Source: an optimization exercise on an open RTL-to-GDS flow (aim: small area). Production flows keep margins and buffers that such runs may drop. RTL that was checked went through simulation tests only; none was proved equivalent to the original. For runs 1 and 4, only the layout was checked, not whether the RTL still works. No activity file was given, so power comes from the tool's default toggle rates.

## flow/constraint.sdc

```tcl
create_clock -name core_clock -period 12.0 [get_ports {clk}]
set_input_delay 2.4000 -clock core_clock [delete_from_list [all_inputs] [get_ports {clk}]]
set_output_delay 2.4000 -clock core_clock [all_outputs]
set_load 0.01 [all_outputs]
```

## flow/design.v

```verilog
module gomoku(
    input        clk,
    input        rst,
    input        Btn0,
    output [3:0] VGA_R,     output [3:0] VGA_G,  output [3:0] VGA_B,
    output       VGA_HS,    output       VGA_VS,
    output [3:0] KeyPadRow, input  [3:0] KeyPadCol,
    output [7:0] Dot_row,
    output [7:0] Dot1_col,
    output [7:0] Dot2_col,
    output [6:0] HEX0,      output [6:0] HEX1
);
    reg [5:0] ph;
    always @(posedge clk or negedge rst) begin
        if (!rst) ph <= 6'd2;
        else      ph <= ph + 6'd1;
    end
    wire       en_vga = ~ph[0];
    wire       tick   = ph[1] & ph[0];
    wire [1:0] krow   = ph[3:2];
    wire [2:0] drow   = ph[5:3] + {2'b00, ph[2] & ph[1]};
    assign KeyPadRow = ~(4'b0001 << krow);
    assign Dot_row   = ~(8'b00000001 << drow);
    wire key_any = (KeyPadCol != 4'b1111);
    reg [3:0] key_now;
    always @(*) begin
        key_now = 4'h0;
        case (krow)
            2'd0: key_now = !KeyPadCol[3] ? 4'h0 : !KeyPadCol[2] ? 4'h1 : !KeyPadCol[1] ? 4'h4 : 4'h7;
            2'd1: key_now = !KeyPadCol[3] ? 4'hA : !KeyPadCol[2] ? 4'h2 : !KeyPadCol[1] ? 4'h5 : 4'h8;
            2'd2: key_now = !KeyPadCol[3] ? 4'hB : !KeyPadCol[2] ? 4'h3 : !KeyPadCol[1] ? 4'h6 : 4'h9;
            2'd3: key_now = !KeyPadCol[3] ? 4'hF : !KeyPadCol[2] ? 4'hE : !KeyPadCol[1] ? 4'hD : 4'hC;
        endcase
    end
    reg [2:0] kst;           
    reg [3:0] key_code;
    reg       ev1, ev2;
    always @(posedge clk or negedge rst) begin
        if (!rst) begin
            kst      <= 3'd0;
            key_code <= 4'd0;
            ev1      <= 1'b0;
            ev2      <= 1'b0;
        end else if (tick) begin
            ev1 <= 1'b0;
            ev2 <= ev1;
            if (kst == 3'd0) begin
                if (key_any) begin
                    kst      <= 3'd1;
                    key_code <= key_now;
                    ev1      <= 1'b1;
                end
            end else if (kst == 3'd7) begin
                kst <= 3'd0;
            end else begin
                kst <= key_any ? 3'd1 : kst + 3'd1;
            end
        end
    end
    wire key_valid = tick & ev2;
    reg       cp;            
    reg [1:0] place_result;
    reg       game_over;
    reg       turn_reset;
    reg       pending;       
    reg       btn0_prev;
    reg [3:0] cur_r, cur_c;
    reg       win_reg;
    wire      occ_cur;       
    wire      win_now;
    wire      timeout_pulse;
    wire confirm = (~Btn0 & btn0_prev) | (key_valid && key_code == 4'h5);
    always @(posedge clk or negedge rst) begin
        if (!rst) begin
            cp           <= 1'b0;
            place_result <= 2'b00;
            game_over    <= 1'b0;
            turn_reset   <= 1'b0;
            pending      <= 1'b0;
            btn0_prev    <= 1'b1;
            cur_r        <= 4'd0;
            cur_c        <= 4'd0;
            win_reg      <= 1'b0;
        end else begin
            turn_reset <= 1'b0;
            btn0_prev  <= Btn0;
            win_reg    <= win_now;
            if (pending) begin
                pending <= 1'b0;
                if (win_reg) game_over <= 1'b1;
                else begin
                    cp         <= ~cp;
                    turn_reset <= 1'b1;
                end
            end
            if (!game_over && !pending) begin
                if (timeout_pulse) begin
                    cp           <= ~cp;
                    place_result <= 2'b00;
                    turn_reset   <= 1'b1;
                end
                if (key_valid) begin
                    if (key_code == 4'h6) begin
                        if (cur_r != 4'd0)  cur_r <= cur_r - 4'd1;
                        place_result <= 2'b00;
                    end else if (key_code == 4'h4) begin
                        if (cur_r != 4'd15) cur_r <= cur_r + 4'd1;
                        place_result <= 2'b00;
                    end else if (key_code == 4'h2) begin
                        if (cur_c != 4'd0)  cur_c <= cur_c - 4'd1;
                        place_result <= 2'b00;
                    end else if (key_code == 4'h8) begin
                        if (cur_c != 4'd15) cur_c <= cur_c + 4'd1;
                        place_result <= 2'b00;
                    end
                end
                if (confirm) begin
                    if (!occ_cur) begin
                        pending      <= 1'b1;
                        place_result <= 2'b01;
                    end else begin
                        place_result <= 2'b10;
                    end
                end
            end
        end
    end
    reg [8:0] tcnt;
    reg [3:0] sec_t, sec_o;
    reg       tout;
    always @(posedge clk or negedge rst) begin
        if (!rst) begin
            tcnt  <= 9'd0;
            sec_t <= 4'd9;
            sec_o <= 4'd9;
            tout  <= 1'b0;
        end else begin
            tout <= 1'b0;
            if (turn_reset) begin
                tcnt  <= 9'd0;
                sec_t <= 4'd9;
                sec_o <= 4'd9;
            end else if (!game_over) begin
                if (tcnt == 9'd499) begin
                    tcnt <= 9'd0;
                    if (sec_t != 4'd0 || sec_o != 4'd0) begin
                        if (sec_o == 4'd0) begin
                            sec_o <= 4'd9;
                            sec_t <= sec_t - 4'd1;
                        end else begin
                            sec_o <= sec_o - 4'd1;
                        end
                        if (sec_t == 4'd0 && sec_o == 4'd1) tout <= 1'b1;
                    end
                end else begin
                    tcnt <= tcnt + 9'd1;
                end
            end
        end
    end
    assign timeout_pulse = tout;
    function [6:0] seg7;
        input [3:0] d;
        case (d)
            4'd0: seg7 = 7'b1000000;
            4'd1: seg7 = 7'b1111001;
            4'd2: seg7 = 7'b0100100;
            4'd3: seg7 = 7'b0110000;
            4'd4: seg7 = 7'b0011001;
            4'd5: seg7 = 7'b0010010;
            4'd6: seg7 = 7'b0000010;
            4'd7: seg7 = 7'b1111000;
            4'd8: seg7 = 7'b0000000;
            4'd9: seg7 = 7'b0010000;
            default: seg7 = 7'b1111111;
        endcase
    endfunction
    assign HEX0 = seg7(sec_o);
    assign HEX1 = seg7(sec_t);
    reg [255:0] b1, b2;
    wire [15:0] rsel = 16'd1 << cur_r;
    wire [15:0] csel = 16'd1 << cur_c;
    wire wen = pending & ~occ_cur;
    integer i, j;
    reg [255:0] cellsel;
    always @(*) begin
        for (i = 0; i < 16; i = i + 1)
            for (j = 0; j < 16; j = j + 1)
                cellsel[16*i+j] = rsel[i] & csel[j];
    end
    always @(posedge clk or negedge rst) begin
        if (!rst) begin
            b1 <= 256'd0;
            b2 <= 256'd0;
        end else begin
            b1 <= b1 | ({256{wen & ~cp}} & cellsel);
            b2 <= b2 | ({256{wen &  cp}} & cellsel);
        end
    end
    reg [15:0] r1, r2;
    always @(*) begin
        r1 = 16'd0; r2 = 16'd0;
        for (i = 0; i < 16; i = i + 1) begin
            r1 = r1 | ({16{rsel[i]}} & b1[16*i +: 16]);
            r2 = r2 | ({16{rsel[i]}} & b2[16*i +: 16]);
        end
    end
    assign occ_cur = |((r1 | r2) & csel);
    wire [255:0] mine = cp ? b2 : b1;
    wire [15:0] lh = (cp ? r2 : r1) | csel;
    reg  [15:0] lv, ld, la;
    wire [4:0]  dd = {1'b0, cur_c} - {1'b0, cur_r} + 5'd15;   
    wire [4:0]  ss = {1'b0, cur_c} + {1'b0, cur_r};            
    wire [30:0] dsel = 31'd1 << dd;
    wire [30:0] ssel = 31'd1 << ss;
    always @(*) begin
        for (i = 0; i < 16; i = i + 1) begin
            lv[i] = rsel[i];
            ld[i] = rsel[i];
            la[i] = rsel[i];
            for (j = 0; j < 16; j = j + 1) begin
                lv[i] = lv[i] | (csel[j] & mine[16*i+j]);
                ld[i] = ld[i] | (dsel[j - i + 15] & mine[16*i+j]);
                la[i] = la[i] | (ssel[i + j] & mine[16*i+j]);
            end
        end
    end
    function run5;
        input [15:0] l;
        input [15:0] p;    
        integer s;
        begin
            run5 = 1'b0;
            for (s = 0; s < 12; s = s + 1)
                if ((&l[s +: 5]) && (|p[s +: 5])) run5 = 1'b1;
        end
    endfunction
    assign win_now = run5(lh, csel) | run5(lv, rsel) | run5(ld, rsel) | run5(la, rsel);
    reg [4:0] hc, hx, vc, vy;
    wire h_last = (hc == 5'd25) && (hx == 5'd3);      
    always @(posedge clk or negedge rst) begin
        if (!rst) begin
            hc <= 5'd25; hx <= 5'd4;
            vc <= 5'd18; vy <= 5'd5;
        end else if (en_vga) begin
            if (hc == 5'd28 && hx == 5'd15) begin
                hc <= 5'd0; hx <= 5'd0;
            end else if (hx == 5'd27) begin
                hc <= hc + 5'd1; hx <= 5'd0;
            end else begin
                hx <= hx + 5'd1;
            end
            if (h_last) begin
                if (vc == 5'd18 && vy == 5'd20) begin
                    vc <= 5'd0; vy <= 5'd0;
                end else if (vy == 5'd27) begin
                    vc <= vc + 5'd1; vy <= 5'd0;
                end else begin
                    vy <= vy + 5'd1;
                end
            end
        end
    end
    wire h0 = (hc == 5'd25) && (hx == 5'd4);           
    wire hs_on = ({hc, hx} >= {5'd20, 5'd1}) && ({hc, hx} <= {5'd23, 5'd12});
    assign VGA_HS = ~hs_on;
    wire vs_on = h0 ? ((vc == 5'd16 && vy == 5'd27) || (vc == 5'd17 && vy == 5'd0))
                    : (vc == 5'd16 && (vy == 5'd26 || vy == 5'd27));
    assign VGA_VS = ~vs_on;
    wire vis_x = (hc >= 5'd26) || (hc == 5'd25 && hx >= 5'd4) || (hc < 5'd19) || (hc == 5'd19 && hx < 5'd12);
    wire vis_y = (vc == 5'd18 && vy >= 5'd5) || (vc < 5'd16) || (vc == 5'd16 && vy < 5'd16);
    wire visible  = vis_x & vis_y;
    wire in_board = ~hc[4] & ~vc[4];
    wire [15:0] vrsel = 16'd1 << vc[3:0];
    wire [15:0] vcsel = 16'd1 << hc[3:0];
    reg  [15:0] vr1, vr2;
    always @(*) begin
        vr1 = 16'd0; vr2 = 16'd0;
        for (i = 0; i < 16; i = i + 1) begin
            vr1 = vr1 | ({16{vrsel[i]}} & b1[16*i +: 16]);
            vr2 = vr2 | ({16{vrsel[i]}} & b2[16*i +: 16]);
        end
    end
    wire v_p1 = |(vr1 & vcsel);
    wire v_p2 = |(vr2 & vcsel);
    wire grid_pixel = (hx == 5'd0) || (vy == 5'd0) || (hx == 5'd27) || (vy == 5'd27);
    wire in_stone   = (hx >= 5'd4) && (hx < 5'd24) && (vy >= 5'd4) && (vy < 5'd24);
    wire is_cursor  = (vc[3:0] == cur_r) && (hc[3:0] == cur_c);
    wire cur_outline = (hx < 5'd2) || (vy < 5'd2) || (hx >= 5'd26) || (vy >= 5'd26);
    wire cur_cross  = ((hx >= 5'd13) && (hx <= 5'd15) && (vy >= 5'd8) && (vy <= 5'd20)) ||
                      ((vy >= 5'd13) && (vy <= 5'd15) && (hx >= 5'd8) && (hx <= 5'd20));
    reg [3:0] r_o, g_o, b_o;
    always @(*) begin
        r_o = 4'h0; g_o = 4'h0; b_o = 4'h0;
        if (visible) begin
            r_o = 4'hD; g_o = 4'h9; b_o = 4'h4;
            if (in_board) begin
                if (grid_pixel) begin
                    r_o = 4'h0; g_o = 4'h6; b_o = 4'h0;
                end
                if ((v_p1 | v_p2) && in_stone) begin
                    if (v_p1) begin
                        r_o = 4'h0; g_o = 4'h0; b_o = 4'h0;
                    end else begin
                        r_o = 4'hF; g_o = 4'hF; b_o = 4'hF;
                    end
                end
                if (is_cursor && (cur_outline || cur_cross)) begin
                    r_o = {4{cp}}; g_o = {4{cp}}; b_o = {4{cp}};
                end
            end
        end
    end
    assign VGA_R = r_o;
    assign VGA_G = g_o;
    assign VGA_B = b_o;
    reg [7:0] pat1, pat2;
    always @(*) begin
        pat1 = 8'b00000000;
        if (place_result == 2'b01) begin
            case (drow)
                3'd7: pat1 = 8'b11111111;
                3'd6: pat1 = 8'b11100111;
                3'd5: pat1 = 8'b11011011;
                3'd4: pat1 = 8'b10111101;
                3'd3: pat1 = 8'b10111101;
                3'd2: pat1 = 8'b11011011;
                3'd1: pat1 = 8'b11100111;
                3'd0: pat1 = 8'b11111111;
            endcase
        end else if (place_result == 2'b10) begin
            case (drow)
                3'd7: pat1 = 8'b11111111;
                3'd6: pat1 = 8'b10111101;
                3'd5: pat1 = 8'b11011011;
                3'd4: pat1 = 8'b11100111;
                3'd3: pat1 = 8'b11100111;
                3'd2: pat1 = 8'b11011011;
                3'd1: pat1 = 8'b10111101;
                3'd0: pat1 = 8'b11111111;
            endcase
        end
        pat2 = 8'b00000000;
        if (game_over) begin
            if (!cp) begin
                case (drow)
                    3'd7: pat2 = 8'b11110011;
                    3'd6: pat2 = 8'b11100011;
                    3'd5: pat2 = 8'b11000011;
                    3'd4: pat2 = 8'b11110011;
                    3'd3: pat2 = 8'b11110011;
                    3'd2: pat2 = 8'b11110011;
                    3'd1: pat2 = 8'b11000001;
                    3'd0: pat2 = 8'b11111111;
                endcase
            end else begin
                case (drow)
                    3'd7: pat2 = 8'b11100011;
                    3'd6: pat2 = 8'b11001101;
                    3'd5: pat2 = 8'b11111001;
                    3'd4: pat2 = 8'b11110011;
                    3'd3: pat2 = 8'b11100111;
                    3'd2: pat2 = 8'b11001111;
                    3'd1: pat2 = 8'b11000001;
                    3'd0: pat2 = 8'b11111111;
                endcase
            end
        end
    end
    assign Dot1_col = ~pat1;
    assign Dot2_col = ~pat2;
endmodule
```

## flow/run.sh

```bash
#!/bin/bash
# synth_recipe.tcl (not shown) runs the flow's synth.tcl, then flattens the netlist and writes it again
# the make line also repeats each setting of config.mk as NAME=value (left out here)
make -C /OpenROAD-flow-scripts/flow DESIGN_CONFIG=/design/flow/config.mk WORK_HOME=/design/flow/orfs CLKGATE_MAP_FILE= SYNTH_SCRIPT=/design/flow/synth_recipe.tcl finish
```

## flow/config.mk

```make
export PLATFORM = sky130hd
export DESIGN_NAME = gomoku
export DESIGN_NICKNAME = gomoku
export VERILOG_FILES = /design/flow/design.v
export SDC_FILE = /design/flow/constraint.sdc
export NUM_CORES = 8
export LEC_CHECK = 0
export ABC_AREA = 1
export CAP_MARGIN = 20
export CORE_MARGIN = 2
export CORE_UTILIZATION = 30
export SLEW_MARGIN = 20
```

==> qor.txt, run 1 <==
Initial Util = 0.303
Startpoint Class = register
largest net degree at the start of global routing = 187
Rows = 142
largest stage delay on the critical path = 0.91 ns
critical-path cell list = inv_1, ha_1, inv_1, nor2_2, buf_4, inv_1, buf_4, o22ai_1, nor2_1, nand2_1, o21ai_0, nand4_1, nor2_1, nand3_1, nand3_1, nand2_1, inv_1, nand2_1, nand2_1, nand2_1, clkdlybuf4s50_1
Longest Clk Path Bufs = 3
Seq. cell area = 14600 um2
Peak VDD IR = 184 uV
Arr. time, crit path = 6.44 ns
core area = 150000 um2
layout cell share with drive strength beyond 1 = 0.0737
Cells after Synth = 7394
residual DRC count = 0
Post-synth EDFFs = 0
die area = 155000 um2
Critical Path RT = 9.60 ns
cell area after synthesis = 45500 um2
Port Buffers = 62
die height = 394 um
most common cell after layout, fill and taps aside = nand2_1
Fillers = 16600
pwr/cell area = 140 nW/um2
Top FF cell, synth = dfrtp_1
Final Slew Violations = 0
final hold violation count = 0
CTS-repair resized insts = 0
Routed Antenna Nets = 0
Root Driver = clkbuf_16
DR vias/cell = 6.23
min cycle time layout = 8.84 ns
clock sink total = 581
total power = 7.28 mW
hold buffers post-CTS = 0
hold slack = 0.470 ns
unrepaired setup endpoints after global routing = no
top-area cell type share of the netlist area = 0.312
Setup Slack @ Placement = 4.28 ns
fin crit share = 0.737
critical path type = reg2out
Clock Pin Slew Worst Setup and Hold Paths = 0.06 ns
setup TNS = 0 ns
Most Frequent Cell on Critical Path = nand2_1
initial antenna violation count = 51
remaining global-route overflow = 0
First-pass DRT Iterations = 7
Avg Inst Size Synth = 6.16 um2
Post-CTS Setup Inserts = 0
yosys synthesis warning count = 1
Critical Path End Type = output port
Die X = 394 um
vias = 58600
H-tree Lvls = 3
setup violators final = 0
top cells by area, synth = dfrtp_1 (31%), nand2_1 (19%), nand4_1 (12%)
Slowest-stage cell, CP = o21ai_0
cell accounting for the most synthesized area = dfrtp_1
Synth cell types = 46
gp weighted congestion = 1.12
area of the multi-input gates = 25900 um2
first-pass GRT wire length = 468000 um
Post-synth ARST share = 1.00
most frequent cells in the layout = nand2_1 (2240), nor2_1 (989), nand4_1 (851), inv_1 (812), dfrtp_1 (565)
flops & latches, synth = 581
vias in the first global route = 53300
Top Registers = b1 x256, b2 x256, tcnt x9
clock latency on the worst-skew pair = 0.76 ns
crit path max fanout = 11
Syn Nets = 7465
status = no timing/DRC/antenna violations
Leakage Power = 25.5 nW
Overall Global Routing Usage = 0.440
max cap viols = 0
register area share after synthesis = 0.320
Largest delay share family, worst path = buffers and inverters
CP bufs+invs = 7
max_slew headroom = 0.109
final WL = 353000 um
total I/O pin count = 63
Hold WC Path Type = reg2reg
Routed WL per cell = 37.6 um
Area Overhead vs Synth = 13.9%
CTS tree = yes
Worst-Margin Slew = 1.33 ns
DP HPWL = 256000 um
Clock Skews = 0.0478 ns
final setup slack of the worst path = 3.16 ns
nets = 7376
Initial DRC Count = 9323
Inserted Clock Buffers = 77
Max Fclk = 113 MHz
-- path summary, 6_finish.rpt --
kind | start | endpoint | slack (ns) | depth (start not counted)
min in group asynchronous | rst | b2[102]$_DFF_PN0_ | 1.69 | 1
hold reg to reg | ev2$_DFFE_PN0P_ | ev2$_DFFE_PN0P_ | 0.47 | 2
max in group asynchronous | rst | b2[27]$_DFF_PN0_ | 8.14 | 3
setup / recovery | vc[1]$_DFFE_PN1P_ | VGA_R[0] | 3.16 | 21
setup reg to reg | cur_r[0]$_DFFE_PN0P_ | b1[128]$_DFF_PN0_ | 4.45 | 17
hold / removal | ev2$_DFFE_PN0P_ | ev2$_DFFE_PN0P_ | 0.47 | 2
-- cells by family after synthesis --
| kind of cell | synth area share |
|---|---|
| AO/OA/AOI/OAI | 0.105 |
| adder cells (fa/ha/maj) | 0.0182 |
| XOR/XNOR | 0.00538 |
| flip-flops | 0.320 |
| buffers and inverters | 0.120 |
| AND/OR/NAND/NOR | 0.432 |
-- report_power, final --
group / leakage (nW) / internal, mW / switching, mW
Clock: 1.34 / 1.51 / 1.07
Sequential: 8.00 / 2.00 / 0.0797
Combinational: 16.1 / 0.490 / 2.13
Total: 25.5 / 4.00 / 3.28
-- per-layer routing --
layer  vias to the layer above  part of all wire  global-route usage
met5                         -            0.0012                   0
met1                     28200              0.37               0.530
met2                      4770              0.40               0.613
met3                      1361              0.13               0.159
met4                        28              0.11               0.386
li1                      24300                 -                   -
-- through the flow --
step,std cells,util,instance area [um2]
after floorplan,7394,-,45500
after global placement,9239,0.326,48900
after detailed placement,9239,0.326,49000
after CTS,9380,0.344,51800
after global routing,9383,0.345,51800
final,9407,0.345,51900
-- area by class of cell --
class                      count  share of cell area
timing repair buffer         346              0.0558
sequential                   581               0.281
tap                         2016              0.0486
multi-input combinational   5467               0.500
antenna                       24             0.00116
clock buffer                 106              0.0427
inverter                     832              0.0603
clock inverter                35              0.0107
-- cell usage after synthesis, types with 2 or more instances --
cell type  count
a211oi_1       4
a21oi_1       36
a221oi_1       3
a22oi_1        5
a31oi_1        3
and2_1         6
buf_1         86
buf_2         37
buf_4         40
buf_6         31
clkbuf_1     319
clkinv_1      11
dfrtp_1      567
dfstp_2       14
fa_1           4
ha_1          60
inv_1        813
inv_2          8
nand2_1     2264
nand2_2        6
nand3_1      305
nand3b_1       5
nand4_1      851
nor2_1      1023
nor2_2         2
nor3_1        46
nor3b_1        3
nor4_1         4
o2111ai_1      5
o211ai_1      17
o21a_1         2
o21ai_0      455
o21ai_1       16
o21bai_1       5
o221ai_1       5
o22ai_1      295
or2_2          3
xnor2_1        4
xor2_1        24
-- worst min-delay path, cell delays in order, from the launching register on --
cell and delay, ns:
dfrtp_1 0.34, nand2_1 0.05, nand2_1 0.04
==> run 2: changes to the inputs <==
--- a/flow/design.v
+++ b/flow/design.v
@@ -60,4 +60,5 @@
     wire key_valid = tick & ev2;
     reg       cp;            
+    reg       lp;            
     reg [1:0] place_result;
     reg       game_over;
@@ -66,12 +67,20 @@
     reg       btn0_prev;
     reg [3:0] cur_r, cur_c;
-    reg       win_reg;
-    wire      occ_cur;       
-    wire      win_now;
+    reg       occ_reg;       
+    reg       win1, win2;    
     wire      timeout_pulse;
-    wire confirm = (~Btn0 & btn0_prev) | (key_valid && key_code == 4'h5);
+    wire      occ_t_now;     
+    wire confirm  = (~Btn0 & btn0_prev) | (key_valid && key_code == 4'h5);
+    wire key_up    = (key_code == 4'h6);
+    wire key_down  = (key_code == 4'h4);
+    wire key_left  = (key_code == 4'h2);
+    wire key_right = (key_code == 4'h8);
+    wire do_move  = key_valid && !game_over && !pending &&
+                    ((key_up && cur_r != 4'd0) || (key_down && cur_r != 4'd15) ||
+                     (key_left && cur_c != 4'd0) || (key_right && cur_c != 4'd15));
     always @(posedge clk or negedge rst) begin
         if (!rst) begin
             cp           <= 1'b0;
+            lp           <= 1'b0;
             place_result <= 2'b00;
             game_over    <= 1'b0;
@@ -81,12 +90,13 @@
             cur_r        <= 4'd0;
             cur_c        <= 4'd0;
-            win_reg      <= 1'b0;
+            occ_reg      <= 1'b0;
         end else begin
             turn_reset <= 1'b0;
             btn0_prev  <= Btn0;
-            win_reg    <= win_now;
+            lp         <= cp;
             if (pending) begin
                 pending <= 1'b0;
-                if (win_reg) game_over <= 1'b1;
+                occ_reg <= 1'b1;
+                if (lp ? win2 : win1) game_over <= 1'b1;
                 else begin
                     cp         <= ~cp;
@@ -94,4 +104,5 @@
                 end
             end
+            if (do_move) occ_reg <= occ_t_now;
             if (!game_over && !pending) begin
                 if (timeout_pulse) begin
@@ -101,14 +112,14 @@
                 end
                 if (key_valid) begin
-                    if (key_code == 4'h6) begin
+                    if (key_up) begin
                         if (cur_r != 4'd0)  cur_r <= cur_r - 4'd1;
                         place_result <= 2'b00;
-                    end else if (key_code == 4'h4) begin
+                    end else if (key_down) begin
                         if (cur_r != 4'd15) cur_r <= cur_r + 4'd1;
                         place_result <= 2'b00;
-                    end else if (key_code == 4'h2) begin
+                    end else if (key_left) begin
                         if (cur_c != 4'd0)  cur_c <= cur_c - 4'd1;
                         place_result <= 2'b00;
-                    end else if (key_code == 4'h8) begin
+                    end else if (key_right) begin
                         if (cur_c != 4'd15) cur_c <= cur_c + 4'd1;
                         place_result <= 2'b00;
@@ -116,5 +127,5 @@
                 end
                 if (confirm) begin
-                    if (!occ_cur) begin
+                    if (!occ_reg) begin
                         pending      <= 1'b1;
                         place_result <= 2'b01;
@@ -178,8 +189,8 @@
     assign HEX0 = seg7(sec_o);
     assign HEX1 = seg7(sec_t);
-    reg [255:0] b1, b2;
+    reg [255:0] occ, bp2;
     wire [15:0] rsel = 16'd1 << cur_r;
     wire [15:0] csel = 16'd1 << cur_c;
-    wire wen = pending & ~occ_cur;
+    wire wen = pending & ~occ_reg;
     integer i, j;
     reg [255:0] cellsel;
@@ -191,50 +202,140 @@
     always @(posedge clk or negedge rst) begin
         if (!rst) begin
-            b1 <= 256'd0;
-            b2 <= 256'd0;
+            occ <= 256'd0;
+            bp2 <= 256'd0;
         end else begin
-            b1 <= b1 | ({256{wen & ~cp}} & cellsel);
-            b2 <= b2 | ({256{wen &  cp}} & cellsel);
+            occ <= occ | ({256{wen}} & cellsel);
+            bp2 <= bp2 | ({256{wen & cp}} & cellsel);
         end
     end
-    reg [15:0] r1, r2;
+    wire trig_key = tick && (kst == 3'd0) && key_any;
+    wire [1:0] mv_now = (key_now == 4'h6) ? 2'd0 : (key_now == 4'h4) ? 2'd1 :
+                        (key_now == 4'h2) ? 2'd2 : 2'd3;
+    wire mv_ok = ((key_now == 4'h6) && cur_r != 4'd0) || ((key_now == 4'h4) && cur_r != 4'd15) ||
+                 ((key_now == 4'h2) && cur_c != 4'd0) || ((key_now == 4'h8) && cur_c != 4'd15);
+    wire trig = trig_key & mv_ok;
+    reg [3:0] ust;           
+    reg [1:0] mv;
+    wire [3:0] s  = trig ? 4'd0 : ust;
+    wire busy = trig | ((ust != 4'd0) && (ust != 4'd9));
+    wire [1:0] m  = trig ? mv_now : mv;
+    wire [3:0] tr = (m == 2'd0) ? cur_r - 4'd1 : (m == 2'd1) ? cur_r + 4'd1 : cur_r;
+    wire [3:0] tc = (m == 2'd2) ? cur_c - 4'd1 : (m == 2'd3) ? cur_c + 4'd1 : cur_c;
+    reg signed [4:0] k;
     always @(*) begin
-        r1 = 16'd0; r2 = 16'd0;
-        for (i = 0; i < 16; i = i + 1) begin
-            r1 = r1 | ({16{rsel[i]}} & b1[16*i +: 16]);
-            r2 = r2 | ({16{rsel[i]}} & b2[16*i +: 16]);
-        end
+        case (s)
+            4'd0: k = -5'sd4;
+            4'd1: k =  5'sd4;
+            4'd2: k = -5'sd3;
+            4'd3: k =  5'sd3;
+            4'd4: k = -5'sd2;
+            4'd5: k =  5'sd2;
+            4'd6: k = (m == 2'd1) ?  5'sd1 : -5'sd1;
+            4'd7: k = (m[1]) ?  5'sd1 : 5'sd0;
+            default: k = (m == 2'd1) ? -5'sd1 : (m == 2'd0) ? 5'sd1 : 5'sd0;
+        endcase
     end
-    assign occ_cur = |((r1 | r2) & csel);
-    wire [255:0] mine = cp ? b2 : b1;
-    wire [15:0] lh = (cp ? r2 : r1) | csel;
-    reg  [15:0] lv, ld, la;
-    wire [4:0]  dd = {1'b0, cur_c} - {1'b0, cur_r} + 5'd15;   
-    wire [4:0]  ss = {1'b0, cur_c} + {1'b0, cur_r};            
-    wire [30:0] dsel = 31'd1 << dd;
-    wire [30:0] ssel = 31'd1 << ss;
+    wire [4:0] ra  = {1'b0, tr} + k;
+    wire [4:0] cd  = {1'b0, tc} + k;
+    wire [4:0] ca  = {1'b0, tc} - k;
+    wire row_ok = ~ra[4];
+    wire [3:0] pa = busy ? ra[3:0] : vc[3:0];
+    wire [15:0] pasel = 16'd1 << pa;
+    reg  [15:0] po, pq;
     always @(*) begin
+        po = 16'd0; pq = 16'd0;
         for (i = 0; i < 16; i = i + 1) begin
-            lv[i] = rsel[i];
-            ld[i] = rsel[i];
-            la[i] = rsel[i];
-            for (j = 0; j < 16; j = j + 1) begin
-                lv[i] = lv[i] | (csel[j] & mine[16*i+j]);
-                ld[i] = ld[i] | (dsel[j - i + 15] & mine[16*i+j]);
-                la[i] = la[i] | (ssel[i + j] & mine[16*i+j]);
-            end
+            po = po | ({16{pasel[i]}} & occ[16*i +: 16]);
+            pq = pq | ({16{pasel[i]}} & bp2[16*i +: 16]);
         end
     end
+    wire [2:0] co, cq;
+    assign co[0] = row_ok & po[tc];
+    assign cq[0] = row_ok & pq[tc];
+    assign co[1] = row_ok & ~cd[4] & po[cd[3:0]];
+    assign cq[1] = row_ok & ~cd[4] & pq[cd[3:0]];
+    assign co[2] = row_ok & ~ca[4] & po[ca[3:0]];
+    assign cq[2] = row_ok & ~ca[4] & pq[ca[3:0]];
+    wire [5:0] cpk = {cq, co & ~cq};       
+    reg [11:0] runb, runf;       
+    reg acc1, acc2;
+    reg win_d1, win_d2;      
+    reg [1:0] nb, nf;
+    reg x1, x2;
+    integer e;
     function run5;
         input [15:0] l;
         input [15:0] p;    
-        integer s;
+        integer q;
         begin
             run5 = 1'b0;
-            for (s = 0; s < 12; s = s + 1)
-                if ((&l[s +: 5]) && (|p[s +: 5])) run5 = 1'b1;
+            for (q = 0; q < 12; q = q + 1)
+                if ((&l[q +: 5]) && (|p[q +: 5])) run5 = 1'b1;
         end
     endfunction
-    assign win_now = run5(lh, csel) | run5(lv, rsel) | run5(ld, rsel) | run5(la, rsel);
+    wire [15:0] tcsel = 16'd1 << tc;
+    wire h1 = run5((po & ~pq) | tcsel, tcsel);
+    wire h2 = run5(pq | tcsel, tcsel);
+    wire is_h = (k == 5'sd0);
+    assign occ_t_now = ((s == 4'd8) && is_h) ? po[tc] : occ_t;
+    reg occ_t;
+    wire first_n  = (s == 4'd6);
+    wire second_n = (s == 4'd8 && !is_h) || (s == 4'd7 && m[1]);
+    wire side_f   = (k > 5'sd0);           
+    always @(*) begin
+        win_d1 = 1'b0; win_d2 = 1'b0;
+        for (e = 0; e < 6; e = e + 1) begin
+            if (second_n) begin
+                if (cpk[e] ? runf[2*e+1] : runb[2*e+1]) begin
+                    if (e < 3) win_d1 = 1'b1; else win_d2 = 1'b1;
+                end
+            end
+        end
+    end
+    always @(posedge clk or negedge rst) begin
+        if (!rst) begin
+            ust   <= 4'd0;
+            mv    <= 2'd0;
+            acc1  <= 1'b0;
+            acc2  <= 1'b0;
+            win1  <= 1'b0;
+            win2  <= 1'b0;
+            occ_t <= 1'b0;
+            runb <= 12'd0;
+            runf <= 12'd0;
+        end else begin
+            if (trig) begin
+                ust  <= 4'd1;
+                mv   <= mv_now;
+                acc1 <= 1'b0;
+                acc2 <= 1'b0;
+            end else if (ust == 4'd9) begin
+                ust  <= 4'd0;
+                win1 <= acc1;
+                win2 <= acc2;
+            end else if (ust != 4'd0) begin
+                ust <= ust + 4'd1;
+            end
+            if (busy) begin
+                if (is_h) begin
+                    occ_t <= po[tc];
+                    if (h1) acc1 <= 1'b1;
+                    if (h2) acc2 <= 1'b1;
+                end
+                if (win_d1) acc1 <= 1'b1;
+                if (win_d2) acc2 <= 1'b1;
+                for (e = 0; e < 6; e = e + 1) begin
+                    if (s < 4'd6) begin
+                        if (s[0]) runf[2*e +: 2] <= (cpk[e] ? ((s == 4'd1) ? 2'd1 : runf[2*e +: 2] + 2'd1) : 2'd0);
+                        else      runb[2*e +: 2] <= (cpk[e] ? ((s == 4'd0) ? 2'd1 : runb[2*e +: 2] + 2'd1) : 2'd0);
+                    end else if (first_n) begin
+                        runb[2*e+1] <= cpk[e] && ((side_f ? runf[2*e +: 2] : runb[2*e +: 2]) == 2'd3);
+                        runf[2*e+1] <= cpk[e] ? ({1'b0, runf[2*e +: 2]} + {1'b0, runb[2*e +: 2]} >= 3'd2)
+                                             : ((side_f ? runb[2*e +: 2] : runf[2*e +: 2]) == 2'd3);
+                    end
+                end
+            end
+        end
+    end
     reg [4:0] hc, hx, vc, vy;
     wire h_last = (hc == 5'd25) && (hx == 5'd3);      
@@ -272,16 +373,18 @@
     wire visible  = vis_x & vis_y;
     wire in_board = ~hc[4] & ~vc[4];
-    wire [15:0] vrsel = 16'd1 << vc[3:0];
-    wire [15:0] vcsel = 16'd1 << hc[3:0];
-    reg  [15:0] vr1, vr2;
-    always @(*) begin
-        vr1 = 16'd0; vr2 = 16'd0;
-        for (i = 0; i < 16; i = i + 1) begin
-            vr1 = vr1 | ({16{vrsel[i]}} & b1[16*i +: 16]);
-            vr2 = vr2 | ({16{vrsel[i]}} & b2[16*i +: 16]);
+    reg [15:0] vr_o, vr_q;
+    wire load_row = ~busy & ((hc >= 5'd26) || (hc == 5'd25 && hx >= 5'd4));
+    wire vw = wen & (cur_r == vc[3:0]);
+    always @(posedge clk or negedge rst) begin
+        if (!rst) begin
+            vr_o <= 16'd0;
+            vr_q <= 16'd0;
+        end else begin
+            vr_o <= (load_row ? po : vr_o) | ({16{vw}} & csel);
+            vr_q <= (load_row ? pq : vr_q) | ({16{vw & cp}} & csel);
         end
     end
-    wire v_p1 = |(vr1 & vcsel);
-    wire v_p2 = |(vr2 & vcsel);
+    wire v_occ = vr_o[hc[3:0]];
+    wire v_p2  = vr_q[hc[3:0]];
     wire grid_pixel = (hx == 5'd0) || (vy == 5'd0) || (hx == 5'd27) || (vy == 5'd27);
     wire in_stone   = (hx >= 5'd4) && (hx < 5'd24) && (vy >= 5'd4) && (vy < 5'd24);
@@ -299,10 +402,6 @@
                     r_o = 4'h0; g_o = 4'h6; b_o = 4'h0;
                 end
-                if ((v_p1 | v_p2) && in_stone) begin
-                    if (v_p1) begin
-                        r_o = 4'h0; g_o = 4'h0; b_o = 4'h0;
-                    end else begin
-                        r_o = 4'hF; g_o = 4'hF; b_o = 4'hF;
-                    end
+                if (v_occ && in_stone) begin
+                    r_o = {4{v_p2}}; g_o = {4{v_p2}}; b_o = {4{v_p2}};
                 end
                 if (is_cursor && (cur_outline || cur_cross)) begin
--- a/flow/config.mk
+++ b/flow/config.mk
@@ -6,7 +6,7 @@
 export NUM_CORES = 8
 export LEC_CHECK = 0
-export ABC_AREA = 1
+export ABC_AREA = 0
 export CAP_MARGIN = 20
 export CORE_MARGIN = 2
-export CORE_UTILIZATION = 30
+export CORE_UTILIZATION = 60
 export SLEW_MARGIN = 20
==> run 2 against run 1 <==
Effect of this change:
- still clean on timing, DRC and antenna
- sequential cell count is 68 higher
- die area is 62% lower
- setup slack worse by 1.6 ns
- non-clock buffer count is 193 lower
- via count is 50% lower
- clock-buffer cell count is 11 lower
- synthesized cell count is 54% lower
- clock skew is 0.010 ns lower
- largest power group unchanged
==> qor.txt, run 2 <==
post-synthesis mux area share = 0.0358
DP HPWL = 82600 um
DR vias/cell = 7.14
Post-synth ARST share = 1.00
Rows = 87
vias in the first global route = 28500
Top FF cell, synth = dfrtp_1
Seq pwr share = 0.269
crit path max fanout = 19
Max Fclk = 95.6 MHz
reg-to-reg endpoint = acc1$_DFF_PN0_
largest net degree at the start of global routing = 112
Post-synth EDFFs = 0
main combinational cell family by area after synthesis = compound AO/OA/AOI/OAI gates
commonest cells in the netlist = dfrtp_1 (635), o21bai_1 (510), nand2_1 (288), clkbuf_1 (207), o21ai_0 (196)
area of the multi-input gates = 16300 um2
pwr/cell area = 236 nW/um2
H-tree Lvls = 3
WL met2 = 53000 um
cell accounting for the most synthesized area = dfrtp_1
register area share after synthesis = 0.481
Register-to-Register Path Depth = 26
max cap viols = 0
first-pass GRT wire length = 183000 um
Leakage Power = 16.2 nW
Critical Path RT = 12.50 ns
Routed Antenna Nets = 0
Initial DRC Count = 3871
setup TNS = 0 ns
Routed WL per cell = 29.9 um
Post-Synth Simple-Gate Area = 0.121
critical path type = in2reg
Startpoint Class = primary input
total I/O pin count = 63
nets = 3419
clock latency on the worst-skew pair = 0.65 ns
Int Pwr = 4.69 mW
Syn Nets = 3460
initial antenna violation count = 6
crit path capture = acc1$_DFF_PN0_
Overall Global Routing Usage = 0.427
Final Core Density = 0.670
vias = 29600
most common cell after layout, fill and taps aside = dfrtp_1
Critical path origin = KeyPadCol[3]
Post-CTS Setup Inserts = 0
CTS-repair resized insts = 0
top cells by area, synth = dfrtp_1 (47%), o21bai_1 (11%), nand2_1 (3.2%)
Longest Clk Path Bufs = 3
clock power share = 0.260
CTS tree = yes
Sw Share = 0.471
cell area after synthesis = 33800 um2
fin crit share = 0.871
Root Driver = clkbuf_16
max_slew headroom = 0.201
die area = 58300 um2
status = no timing/DRC/antenna violations
Seq. cell area = 16300 um2
met3 WL = 15000 um
Critical Path End Type = register
flops & latches, synth = 649
Arr. time, crit path = 10.96 ns
final hold violation count = 0
yosys synthesis warning count = 1
most frequent cells in the layout = dfrtp_1 (635), o21bai_1 (510), nand2_1 (288), o21ai_0 (195), nor2_1 (183)
Max Used Layer = met5
clock sink total = 649
M1 wire length = 46100 um
Avg Inst Size Synth = 10.0 um2
Initial Util = 0.603
max reg flops = 257
residual DRC count = 0
Die X = 241 um
Peak VDD IR = 216 uV
Synth cell types = 109
layout cell share with drive strength beyond 1 = 0.0960
min cycle time layout = 10.46 ns
top-area cell type share of the netlist area = 0.470
unrepaired setup endpoints after global routing = no
final WL = 124000 um
Area Overhead vs Synth = 11.1%
compound-cell area share of the yosys netlist = 0.275
remaining global-route overflow = 0
Final Slew Violations = 0
core area = 56100 um2
Cells after Synth = 3369
count leader, synth = dfrtp_1
Logic pwr share = 0.471
R2R Setup Slk = 2.88 ns
Clock Pin Slew Worst Setup and Hold Paths = 0.06 ns
Clock Skews = 0.0377 ns
Switching Power = 4.18 mW
Hold WC Path Type = reg2reg
gp weighted congestion = 0.974
Port Buffers = 62
Inserted Clock Buffers = 69
die height = 241 um
Antenna Diode Count = 0
Fillers = 4267
adder-cell share of the synthesized area = 0.0331
First-pass DRT Iterations = 8
post-synthesis xor/xnor area fraction = 0.0127
reg2reg start = ph[0]$_DFF_PN0_
setup violators final = 0
Worst-Margin Slew = 1.19 ns
hold buffers post-CTS = 0
[run 2: changes by cell type after synthesis, sizes merged, moves of 136 or more]
| cell | delta |
|---|---|
| nand2 | -1981 |
| nor2 | -841 |
| nand3 | -217 |
| buf | -136 |
| nand4 | -817 |
| o22ai | -245 |
| inv | -755 |
| o21bai | +505 |
| o21ai | -267 |
[run 2: area by class of cell]
| type | instances | area share |
|---|---|---|
| tap | 756 | 0.0252 |
| inverter | 67 | 0.00669 |
| timing repair buffer | 153 | 0.0350 |
| clock inverter | 32 | 0.0125 |
| clock buffer | 95 | 0.0537 |
| sequential | 649 | 0.433 |
| multi-input combinational | 2388 | 0.434 |
[run 2: worst min-delay path by stage]
stage,from,to,slack (ns),cells past startpoint
after floorplan,bp2[31]$_DFF_PN0_,bp2[31]$_DFF_PN0_,0.43,2
after global placement,bp2[78]$_DFF_PN0_,bp2[78]$_DFF_PN0_,0.44,2
after detailed placement,occ[118]$_DFF_PN0_,occ[118]$_DFF_PN0_,0.45,2
after CTS,bp2[91]$_DFF_PN0_,bp2[91]$_DFF_PN0_,0.47,1
after global routing,occ[181]$_DFF_PN0_,occ[181]$_DFF_PN0_,0.48,1
final,bp2[13]$_DFF_PN0_,bp2[13]$_DFF_PN0_,0.47,1
[run 2: worst max-delay path, stage by stage]
cell,delay (ns)
clkdlybuf4s50_1,0.65
and4bb_2,0.30
and3_1,0.45
nor4b_1,0.11
nand3b_1,0.43
and2_1,0.34
o21ai_0,0.17
a21oi_1,0.09
a211o_1,0.36
inv_1,0.20
fa_1,0.64
nor4_1,0.42
o31ai_1,0.18
a2bb2oi_1,0.48
o21a_1,0.97
a22oi_1,0.25
nand4_1,0.52
o311ai_1,0.19
a2111oi_1,0.72
a211oi_4,0.07
buf_4,0.22
o2111a_2,0.21
mux2i_1,0.18
a31oi_1,0.10
a211o_1,0.27
[run 2: logic make-up (layout without fill, tap and decap cells)]
family | Yosys count | after routing
AO/OA/AOI/OAI | 1303 | 1303
XOR/XNOR | 49 | 49
AND/OR/NAND/NOR | 846 | 846
flip-flops | 649 | 649
multiplexers | 106 | 106
adder cells (fa/ha/maj) | 84 | 84
buffers and inverters | 332 | 347
[run 2: per-layer routing]
metal / vias to the layer above / global-route usage
met5: - / 0
met4: 8 / 0.283
met3: 498 / 0.121
met2: 2057 / 0.629
met1: 14700 / 0.551
li1: 12300 / -
[run 2: power groups by stage]
stage / registers (mW) / logic [mW] / clock network, mW
after floorplan: 2.37 / 2.35 / 0
after global placement: 2.41 / 3.91 / 0
after detailed placement: 2.42 / 3.94 / 0
after CTS: 2.38 / 3.95 / 2.32
after global routing: 2.39 / 4.23 / 2.40
final: 2.38 / 4.18 / 2.30
[run 2: metrics by stage]
step,std cells,power [mW],instance area (um2),hold WS (ns),setup slack [ns]
floorplan,3369,4.71,33800,0.427,3.46
global placement,4010,6.32,35000,0.444,1.32
detailed placement,4010,6.36,35000,0.453,1.15
CTS,4137,8.65,37500,0.471,1.77
global route,4140,9.03,37600,0.479,1.10
finish,4140,8.87,37600,0.467,1.54
==> run 3: changes to the inputs <==
--- a/flow/config.mk
+++ b/flow/config.mk
@@ -9,4 +9,4 @@
 export CAP_MARGIN = 20
 export CORE_MARGIN = 2
-export CORE_UTILIZATION = 60
+export CORE_UTILIZATION = 30
 export SLEW_MARGIN = 20
==> run 3 against run 2 <==
Effect of this change:
- critical path type unchanged
- critical path depth fell by 1
- synthesized cell count is the same
- sequential cell count did not move
- register-to-register slack got worse by 0.10 ns
- non-clock buffer count increased by 14
- sequential power about the same
==> qor.txt, run 3 <==
total power = 8.94 mW
Top FF cell, synth = dfrtp_1
Max Fclk = 95.7 MHz
Register-to-Register Path Depth = 24
Synth cell types = 109
Worst-Margin Slew = 1.22 ns
most common cell after layout, fill and taps aside = dfrtp_1
Largest delay share family, worst path = compound AO/OA/AOI/OAI gates
cell area after synthesis = 33800 um2
Avg Inst Size Synth = 10.0 um2
DR vias/cell = 5.86
Non-Filler Instances = 4904
unrepaired setup endpoints after global routing = no
max reg flops = 257
gp weighted congestion = 0.995
Post-synth ARST share = 1.00
min-delay src = bp2[78]$_DFF_PN0_
commonest cells in the netlist = dfrtp_1 (635), o21bai_1 (510), nand2_1 (288), clkbuf_1 (207), o21ai_0 (196)
crit path max fanout = 13
Hold Crit Endpoint = bp2[78]$_DFF_PN0_
vias in the first global route = 28000
final setup slack of the worst path = 1.55 ns
core area = 112000 um2
register area share after synthesis = 0.481
CP bufs+invs = 2
design area = 38600 um2
Initial Util = 0.301
Critical Path RT = 12.53 ns
clock latency on the worst-skew pair = 0.66 ns
Cell Area, Placed = 36100 um2
final WL = 129000 um
cell accounting for the most synthesized area = dfrtp_1
Rows = 123
yosys synthesis warning count = 1
top cells by area, synth = dfrtp_1 (47%), o21bai_1 (11%), nand2_1 (3.2%)
Setup Slack @ Placement = 1.23 ns
R2R Setup Slk = 2.78 ns
H-tree Lvls = 3
vias = 28800
setup TNS = 0 ns
Port Buffers = 62
Slowest-stage cell, CP = a2111oi_1
final hold violation count = 0
placed cells = 4769
Inserted Clock Buffers = 72
Post-CTS Setup Inserts = 0
most frequent cells in the layout = dfrtp_1 (635), o21bai_1 (510), nand2_1 (285), o21ai_0 (196), nor2_1 (183)
Die X = 340 um
max cap viols = 0
Hold WC Path Type = reg2reg
Arr. time, crit path = 10.98 ns
Critical Path End Type = register
residual DRC count = 0
hold slack = 0.467 ns
Cells after Synth = 3369
DP HPWL = 86300 um
Post-synth EDFFs = 0
Initial DRC Count = 3348
pwr/cell area = 231 nW/um2
Final Core Density = 0.344
hold buffers post-CTS = 0
Longest Clk Path Bufs = 3
WHS Path Cells = 2
Routed Antenna Nets = 0
Clock Pin Slew Worst Setup and Hold Paths = 0.06 ns
Overall Global Routing Usage = 0.220
top-area cell type share of the netlist area = 0.470
Root Driver = clkbuf_16
reg2reg start = ph[0]$_DFF_PN0_
CTS tree = yes
total I/O pin count = 63
die height = 340 um
Syn Nets = 3460
first-pass GRT wire length = 192000 um
critical-path cell list = clkdlybuf4s50_1, and4bb_2, and3_1, nor4b_1, nand3b_1, and2_1, o21ai_0, a21oi_1, a211o_1, inv_1, fa_1, a22o_1, or3_1, o21ai_2, nor2_1, a2111oi_1, nand2_1, mux4_2, nand2b_1, a41oi_1, o2111a_2, mux2i_1, a31oi_1, a211o_1
Routed WL per cell = 26.3 um
remaining global-route overflow = 0
Area Overhead vs Synth = 14.3%
largest net degree at the start of global routing = 180
setup violators final = 0
Most Frequent Cell on Critical Path = a211o_1
initial antenna violation count = 0
critical path type = in2reg
largest stage delay on the critical path = 1.10 ns
status = no timing/DRC/antenna violations
Antenna Diode Count = 0
layout cell share with drive strength beyond 1 = 0.0996
count leader, synth = dfrtp_1
Clock Skews = 0.0340 ns
die area = 115000 um2
Leakage Power = 16.3 nW
First-pass DRT Iterations = 10
fin crit share = 0.871
Peak VDD IR = 298 uV
reg-to-reg endpoint = acc1$_DFF_PN0_
min cycle time layout = 10.45 ns
Final Slew Violations = 0
nets = 3436
flops & latches, synth = 649
max_slew headroom = 0.174
clock sink total = 649
Startpoint Class = primary input
CTS-repair resized insts = 0
run 3: where the power goes:
group          leakage, nW  total (mW)  switching (mW)  internal, mW
Sequential            8.75        2.38           0.121          2.26
Clock                 1.24        2.36           0.973          1.38
Combinational         6.34        4.20            3.10          1.10
run 3: how the worst max path moves through the flow:
| stage | depth (start not counted) | startpoint | end |
|---|---|---|---|
| floorplan | 29 | KeyPadCol[3] | acc1$_DFF_PN0_ |
| detailed placement | 24 | KeyPadCol[3] | acc1$_DFF_PN0_ |
| global placement | 27 | KeyPadCol[3] | acc1$_DFF_PN0_ |
| CTS | 24 | KeyPadCol[3] | acc1$_DFF_PN0_ |
| finish | 24 | KeyPadCol[3] | acc1$_DFF_PN0_ |
| global route | 26 | KeyPadCol[3] | acc1$_DFF_PN0_ |
run 3: worst min-delay path: cells and delay by family (launching register included):
family / cells / cell delay, ns
DFF: 1 / 0.32
AOI/OAI and AO/OA: 1 / 0.06
buffers and inverters: 1 / 0.05
run 3: per-layer routing:
layer,track usage,share of wire,vias up
met5,0.00408,0,-
met4,0.0994,0.050,0
met1,0.300,0.42,14600
li1,-,-,12400
met2,0.326,0.43,1479
met3,0.0554,0.094,347
run 3: kinds of logic (layout without fill, tap and decap cells):
family,count (synthesis),count (layout),share of synthesized area
XOR/XNOR,49,49,0.0127
flip-flops,649,649,0.481
multiplexers,106,106,0.0358
AO/OA/AOI/OAI,1303,1303,0.275
adder cells (fa/ha/maj),84,84,0.0331
AND/OR/NAND/NOR,846,846,0.121
buffers and inverters,332,367,0.0416
run 3: layout make-up:
type,count,area (um2)
fillers,11200,73500
multi-input cells,2388,16300
flip-flops and latches,649,16300
clock buffers,102,2100
well taps,1500,1880
repair buffers,167,1470
clock inverters,31,408
inverters,67,251
==> run 4: changes to the inputs <==
--- a/flow/design.v
+++ b/flow/design.v
@@ -189,15 +189,16 @@
     assign HEX0 = seg7(sec_o);
     assign HEX1 = seg7(sec_t);
-    reg [255:0] occ, bp2;
+    reg  [255:0] occ, bp2;
+    wire [255:0] occ_d, bp2_d;
     wire [15:0] rsel = 16'd1 << cur_r;
     wire [15:0] csel = 16'd1 << cur_c;
     wire wen = pending & ~occ_reg;
-    integer i, j;
-    reg [255:0] cellsel;
-    always @(*) begin
-        for (i = 0; i < 16; i = i + 1)
-            for (j = 0; j < 16; j = j + 1)
-                cellsel[16*i+j] = rsel[i] & csel[j];
-    end
+    genvar gi, gj;
+    generate
+        for (gi = 0; gi < 16; gi = gi + 1) begin : g_wr
+            gk_setrow u_o (.rw(wen & rsel[gi]),      .c(csel), .q(occ[16*gi +: 16]), .d(occ_d[16*gi +: 16]));
+            gk_setrow u_p (.rw(wen & cp & rsel[gi]), .c(csel), .q(bp2[16*gi +: 16]), .d(bp2_d[16*gi +: 16]));
+        end
+    endgenerate
     always @(posedge clk or negedge rst) begin
         if (!rst) begin
@@ -205,6 +206,6 @@
             bp2 <= 256'd0;
         end else begin
-            occ <= occ | ({256{wen}} & cellsel);
-            bp2 <= bp2 | ({256{wen & cp}} & cellsel);
+            occ <= occ_d;
+            bp2 <= bp2_d;
         end
     end
@@ -242,12 +243,16 @@
     wire [3:0] pa = busy ? ra[3:0] : vc[3:0];
     wire [15:0] pasel = 16'd1 << pa;
-    reg  [15:0] po, pq;
-    always @(*) begin
-        po = 16'd0; pq = 16'd0;
-        for (i = 0; i < 16; i = i + 1) begin
-            po = po | ({16{pasel[i]}} & occ[16*i +: 16]);
-            pq = pq | ({16{pasel[i]}} & bp2[16*i +: 16]);
+    wire [15:0] po, pq;
+    generate
+        for (gj = 0; gj < 16; gj = gj + 1) begin : g_port
+            wire [15:0] col_o, col_q;
+            for (gi = 0; gi < 16; gi = gi + 1) begin : g_b
+                assign col_o[gi] = occ[16*gi + gj];
+                assign col_q[gi] = bp2[16*gi + gj];
+            end
+            gk_sel16 u_o (.s(pasel), .d(col_o), .o(po[gj]));
+            gk_sel16 u_q (.s(pasel), .d(col_q), .o(pq[gj]));
         end
-    end
+    endgenerate
     wire [2:0] co, cq;
     assign co[0] = row_ok & po[tc];
@@ -258,9 +263,8 @@
     assign cq[2] = row_ok & ~ca[4] & pq[ca[3:0]];
     wire [5:0] cpk = {cq, co & ~cq};       
-    reg [11:0] runb, runf;       
+    reg [11:0] runb, runf;   
     reg acc1, acc2;
+    reg occ_t;
     reg win_d1, win_d2;      
-    reg [1:0] nb, nf;
-    reg x1, x2;
     integer e;
     function run5;
@@ -279,5 +283,4 @@
     wire is_h = (k == 5'sd0);
     assign occ_t_now = ((s == 4'd8) && is_h) ? po[tc] : occ_t;
-    reg occ_t;
     wire first_n  = (s == 4'd6);
     wire second_n = (s == 4'd8 && !is_h) || (s == 4'd7 && m[1]);
@@ -302,6 +305,6 @@
             win2  <= 1'b0;
             occ_t <= 1'b0;
-            runb <= 12'd0;
-            runf <= 12'd0;
+            runb  <= 12'd0;
+            runf  <= 12'd0;
         end else begin
             if (trig) begin
@@ -340,4 +343,5 @@
     reg [4:0] hc, hx, vc, vy;
     wire h_last = (hc == 5'd25) && (hx == 5'd3);      
+    wire h_wrap = (hc == 5'd28) && (hx == 5'd15);     
     always @(posedge clk or negedge rst) begin
         if (!rst) begin
@@ -345,5 +349,5 @@
             vc <= 5'd18; vy <= 5'd5;
         end else if (en_vga) begin
-            if (hc == 5'd28 && hx == 5'd15) begin
+            if (h_wrap) begin
                 hc <= 5'd0; hx <= 5'd0;
             end else if (hx == 5'd27) begin
@@ -369,25 +373,34 @@
                     : (vc == 5'd16 && (vy == 5'd26 || vy == 5'd27));
     assign VGA_VS = ~vs_on;
-    wire vis_x = (hc >= 5'd26) || (hc == 5'd25 && hx >= 5'd4) || (hc < 5'd19) || (hc == 5'd19 && hx < 5'd12);
+    wire left_border = (hc >= 5'd26) || (hc == 5'd25 && hx >= 5'd4);    
+    wire vis_x = left_border || (hc < 5'd19) || (hc == 5'd19 && hx < 5'd12);
     wire vis_y = (vc == 5'd18 && vy >= 5'd5) || (vc < 5'd16) || (vc == 5'd16 && vy < 5'd16);
     wire visible  = vis_x & vis_y;
     wire in_board = ~hc[4] & ~vc[4];
-    reg [15:0] vr_o, vr_q;
-    wire load_row = ~busy & ((hc >= 5'd26) || (hc == 5'd25 && hx >= 5'd4));
-    wire vw = wen & (cur_r == vc[3:0]);
+    reg [1:0] vcur, vnxt;    
+    wire [3:0] nc = hc[4] ? 4'd0 : hc[3:0] + 4'd1;
+    wire nxt_ok = ~busy & ((~hc[4] & (hc[3:0] != 4'd15)) | left_border);
+    wire [15:0] ncsel = 16'd1 << nc;
+    wire pn_o, pn_q;
+    gk_sel16 u_vn_o (.s(ncsel), .d(po), .o(pn_o));
+    gk_sel16 u_vn_q (.s(ncsel), .d(pq), .o(pn_q));
+    wire wr_nxt = wen & (cur_r == vc[3:0]) & (cur_c == nc);
+    wire is_cursor = (vc[3:0] == cur_r) && (hc[3:0] == cur_c);
+    wire wr_cur = wen & is_cursor;
+    wire enter = en_vga & (h_wrap | (hx == 5'd27));
+    wire [1:0] vnxt_d = (nxt_ok ? {pn_q, pn_o} : vnxt) | {wr_nxt & cp, wr_nxt};
     always @(posedge clk or negedge rst) begin
         if (!rst) begin
-            vr_o <= 16'd0;
-            vr_q <= 16'd0;
+            vcur <= 2'b00;
+            vnxt <= 2'b00;
         end else begin
-            vr_o <= (load_row ? po : vr_o) | ({16{vw}} & csel);
-            vr_q <= (load_row ? pq : vr_q) | ({16{vw & cp}} & csel);
+            vnxt <= vnxt_d;
+            vcur <= enter ? vnxt_d : (vcur | {wr_cur & cp, wr_cur});
         end
     end
-    wire v_occ = vr_o[hc[3:0]];
-    wire v_p2  = vr_q[hc[3:0]];
+    wire v_occ = vcur[0];
+    wire v_p2  = vcur[1];
     wire grid_pixel = (hx == 5'd0) || (vy == 5'd0) || (hx == 5'd27) || (vy == 5'd27);
     wire in_stone   = (hx >= 5'd4) && (hx < 5'd24) && (vy >= 5'd4) && (vy < 5'd24);
-    wire is_cursor  = (vc[3:0] == cur_r) && (hc[3:0] == cur_c);
     wire cur_outline = (hx < 5'd2) || (vy < 5'd2) || (hx >= 5'd26) || (vy >= 5'd26);
     wire cur_cross  = ((hx >= 5'd13) && (hx <= 5'd15) && (vy >= 5'd8) && (vy <= 5'd20)) ||
@@ -470,2 +483,40 @@
     assign Dot2_col = ~pat2;
 endmodule
+module gk_setrow(
+    input         rw,
+    input  [15:0] c,
+    input  [15:0] q,
+    output [15:0] d
+);
+    genvar i;
+    generate
+        for (i = 0; i < 16; i = i + 1) begin : g
+            gk_ao21 u (.a(rw), .b(c[i]), .c(q[i]), .y(d[i]));
+        end
+    endgenerate
+endmodule
+module gk_ao21(
+    input  a,
+    input  b,
+    input  c,
+    output y
+);
+    assign y = (a & b) | c;
+endmodule
+module gk_sel16(
+    input  [15:0] s,
+    input  [15:0] d,
+    output        o
+);
+    wire a, b;
+    gk_sel8 u0 (.s(s[7:0]),  .d(d[7:0]),  .o(a));
+    gk_sel8 u1 (.s(s[15:8]), .d(d[15:8]), .o(b));
+    assign o = a | b;
+endmodule
+module gk_sel8(
+    input  [7:0] s,
+    input  [7:0] d,
+    output       o
+);
+    assign o = |(s & d);
+endmodule
--- a/flow/config.mk
+++ b/flow/config.mk
@@ -9,4 +9,7 @@
 export CAP_MARGIN = 20
 export CORE_MARGIN = 2
-export CORE_UTILIZATION = 30
+export CORE_UTILIZATION = 65
+export CTS_BUF_LIST = sky130_fd_sc_hd__clkbuf_4
 export SLEW_MARGIN = 20
+export SYNTH_HIERARCHICAL = 1
+export SYNTH_MINIMUM_KEEP_SIZE = 0
==> run 4 against run 3 <==
Effect of this change:
- worst hold slack lost 0.012 ns
- sequential cell count is 28 lower
- cell area fell by 10%
- via count decreased by 6.6%
- cell count down 21%
- setup slack improved by 0.0031 ns
- synthesized cell count is 12% lower
- critical endpoint unchanged
- highest routed layer is now met5
==> qor.txt, run 4 <==
status = no timing/DRC/antenna violations
Syn Nets = 3047
total I/O pin count = 63
cell area after synthesis = 31300 um2
hold slack = 0.455 ns
Post-synth ARST share = 1.00
gp weighted congestion = 0.970
Critical Path RT = 12.84 ns
vias in the first global route = 26400
Area Overhead vs Synth = 11.1%
vias = 26900
Longest Clk Path Bufs = 3
setup violators final = 0
register area share after synthesis = 0.497
Overall Global Routing Usage = 0.396
Most Frequent Cell on Critical Path = buf_4
Worst-Margin Slew = 1.16 ns
final hold violation count = 0
reg2reg start = cur_c[1]$_DFFE_PN0P_
flops & latches, synth = 621
Startpoint Class = primary input
CTS-repair resized insts = 0
fin crit share = 0.871
Clock Skews = 0.0771 ns
Port Buffers = 62
cell accounting for the most synthesized area = dfrtp_1
Routed WL per cell = 25.2 um
Inserted Clock Buffers = 157
critical path type = in2reg
DR vias/cell = 6.96
remaining global-route overflow = 0
Register-to-Register Path Depth = 34
most common cell after layout, fill and taps aside = dfrtp_1
layout cell share with drive strength beyond 1 = 0.129
largest stage delay on the critical path = 0.64 ns
Rows = 80
Die X = 223 um
Final Slew Violations = 0
max reg flops = 257
commonest cells in the netlist = dfrtp_1 (607), a21o_1 (533), a22oi_1 (282), nand2_1 (175), nor2_1 (158)
Post-synth EDFFs = 0
WHS Path Cells = 1
DP HPWL = 64300 um
top-area cell type share of the netlist area = 0.485
Synth cell types = 96
hold buffers post-CTS = 0
max_slew headroom = 0.223
Root Driver = clkbuf_4
First-pass DRT Iterations = 6
Critical Path End Type = register
Fillers = 3423
Slowest-stage cell, CP = o31ai_1
residual DRC count = 0
largest net degree at the start of global routing = 185
count leader, synth = dfrtp_1
initial antenna violation count = 4
final WL = 97200 um
Clock Pin Slew Worst Setup and Hold Paths = 0.05 ns
Avg Inst Size Synth = 10.6 um2
total power = 6.09 mW
Max Fclk = 95.7 MHz
Peak VDD IR = 188 uV
yosys synthesis warning count = 7
min cycle time layout = 10.45 ns
core area = 47600 um2
max cap viols = 0
crit path capture = acc1$_DFF_PN0_
R2R Setup Slk = 2.38 ns
H-tree Lvls = 4
Cells after Synth = 2955
area of the multi-input gates = 15100 um2
Initial Util = 0.657
placed cells = 3584
Post-CTS Setup Inserts = 0
nets = 3221
setup TNS = 0 ns
Critical path origin = KeyPadCol[3]
Initial DRC Count = 3154
Routed Antenna Nets = 0
reg-to-reg endpoint = acc1$_DFF_PN0_
Final Core Density = 0.730
Seq. cell area = 15600 um2
clock sink total = 621
Non-Filler Instances = 3856
CTS tree = yes
die height = 223 um
Top FF cell, synth = dfrtp_1
Arr. time, crit path = 11.29 ns
first-pass GRT wire length = 151000 um
most frequent cells in the layout = dfrtp_1 (607), a21o_1 (533), a22oi_1 (282), clkbuf_4 (223), nand2_1 (175)
pwr/cell area = 175 nW/um2
die area = 49900 um2
Leakage Power = 20.1 nW
unrepaired setup endpoints after global routing = no
Hold WC Path Type = reg2reg
clock latency on the worst-skew pair = 1.01 ns
top cells by area, synth = dfrtp_1 (49%), a21o_1 (13%), a22oi_1 (6.8%)
crit path max fanout = 40
## run 4: cell families (layout without fill, tap and decap cells)
| family | count (synthesis) | after routing | synth area share |
|---|---|---|---|
| AO/OA/AOI/OAI | 1208 | 1208 | 0.279 |
| XOR/XNOR | 54 | 54 | 0.0158 |
| AND/OR/NAND/NOR | 730 | 730 | 0.118 |
| other | 0 | 4 | 0 |
| buffers and inverters | 183 | 465 | 0.0246 |
| adder cells (fa/ha/maj) | 85 | 85 | 0.0361 |
| multiplexers | 74 | 74 | 0.0295 |
| flip-flops | 621 | 621 | 0.497 |
## run 4: per-stage QoR
step	instance area, um2	worst slack [ns]
6_report	34800	1.55
3_5_place_dp	32800	0.838
3_3_place_gp	32800	1.08
2_1_floorplan	31300	2.50
5_1_grt	34800	1.01
4_1_cts	34700	1.91
## run 4: worst min path at each step
| stage | from | to | slack, ns |
|---|---|---|---|
| final | bp2[108]$_DFF_PN0_ | bp2[108]$_DFF_PN0_ | 0.45 |
| after global routing | bp2[108]$_DFF_PN0_ | bp2[108]$_DFF_PN0_ | 0.47 |
| after CTS | occ[61]$_DFF_PN0_ | occ[61]$_DFF_PN0_ | 0.46 |
| after detailed placement | bp2[45]$_DFF_PN0_ | bp2[45]$_DFF_PN0_ | 0.44 |
| after global placement | bp2[85]$_DFF_PN0_ | bp2[85]$_DFF_PN0_ | 0.44 |
| after floorplan | cp$_DFF_PN0_ | lp$_DFF_PN0_ | 0.39 |
## run 4: per-layer routing
layer | track usage | wire length (um) | vias to the layer above
met2 | 0.599 | 44100 | 1560
met5 | 0 | 10 | -
li1 | - | - | 11600
met4 | 0.190 | 4460 | 2
met3 | 0.112 | 9690 | 304
met1 | 0.530 | 38900 | 13400
## run 4: final cells by class
type                            count  area share
Sequential cell                   621       0.447
Clock buffer                      223      0.0481
Inverter                           73     0.00788
Tap cell                          615      0.0221
Multi-Input combinational cell   2151       0.433
Timing Repair Buffer              125      0.0330
Clock inverter                     44     0.00849
Antenna cell                        4    0.000288
## run 4: modules after synthesis, one instance, submodules excluded, a selection
module    flip-flops and latches  copies in the design  cell area [um2]
gk_sel8                        0                    68             36.3
gomoku                       621                     1            24800
gk_ao21                        0                   512             7.51
gk_sel16                       0                    34             6.26
## run 4: critical path: cells and delay by family
family	cells	cell delay [ns]
AOI/OAI and AO/OA	11	2.53
xor gates and xnor gates	1	0.08
adders and majority gates	1	0.42
buffers and inverters	6	2.00
muxes	2	0.81
and+or+nand+nor	11	2.99
## run 4: power by group
part	total (mW)	switching, mW	internal (mW)
clock	1.79	0.869	0.923
combinational	2.05	1.46	0.585
sequential	2.25	0.0981	2.15

-- what the ideal ports hide --
No port has a modelled driver above. Below, the same layouts with a new extraction and two added sets of constraints. Step 1: set_driving_cell puts a clkbuf_16 on clk and a buf_2 on each other input, an assumption about the parent block. Step 2 moves the port delays by t, midway between the first and last clock arrival at a register: inputs arrive t later, outputs are due t later. That takes back most of the time a late clock gives input paths. Three values: ideal ports, drivers, drivers and shift; two values: the first two.
run | t, ns | setup slack, ns | worst setup path after step 2 | slew at the worst register clock pin (ns)
run 1 | 0.816 | 3.159 / 3.074 / 3.890 | register to output | 0.07 / 0.07
run 2 | 0.694 | 1.545 / 1.565 / 0.872 | input to register | 0.07 / 0.07
run 3 | 0.714 | 1.546 / 1.588 / 0.874 | input to register | 0.07 / 0.07
run 4 | 1.030 | 1.550 / 1.558 / 0.527 | input to register | 0.07 / 0.07
After both steps setup and hold are still met in every run listed. For run 4, which loses most, drivers alone change the setup slack by +0.008 ns; drivers and shift together by -1.023 ns.
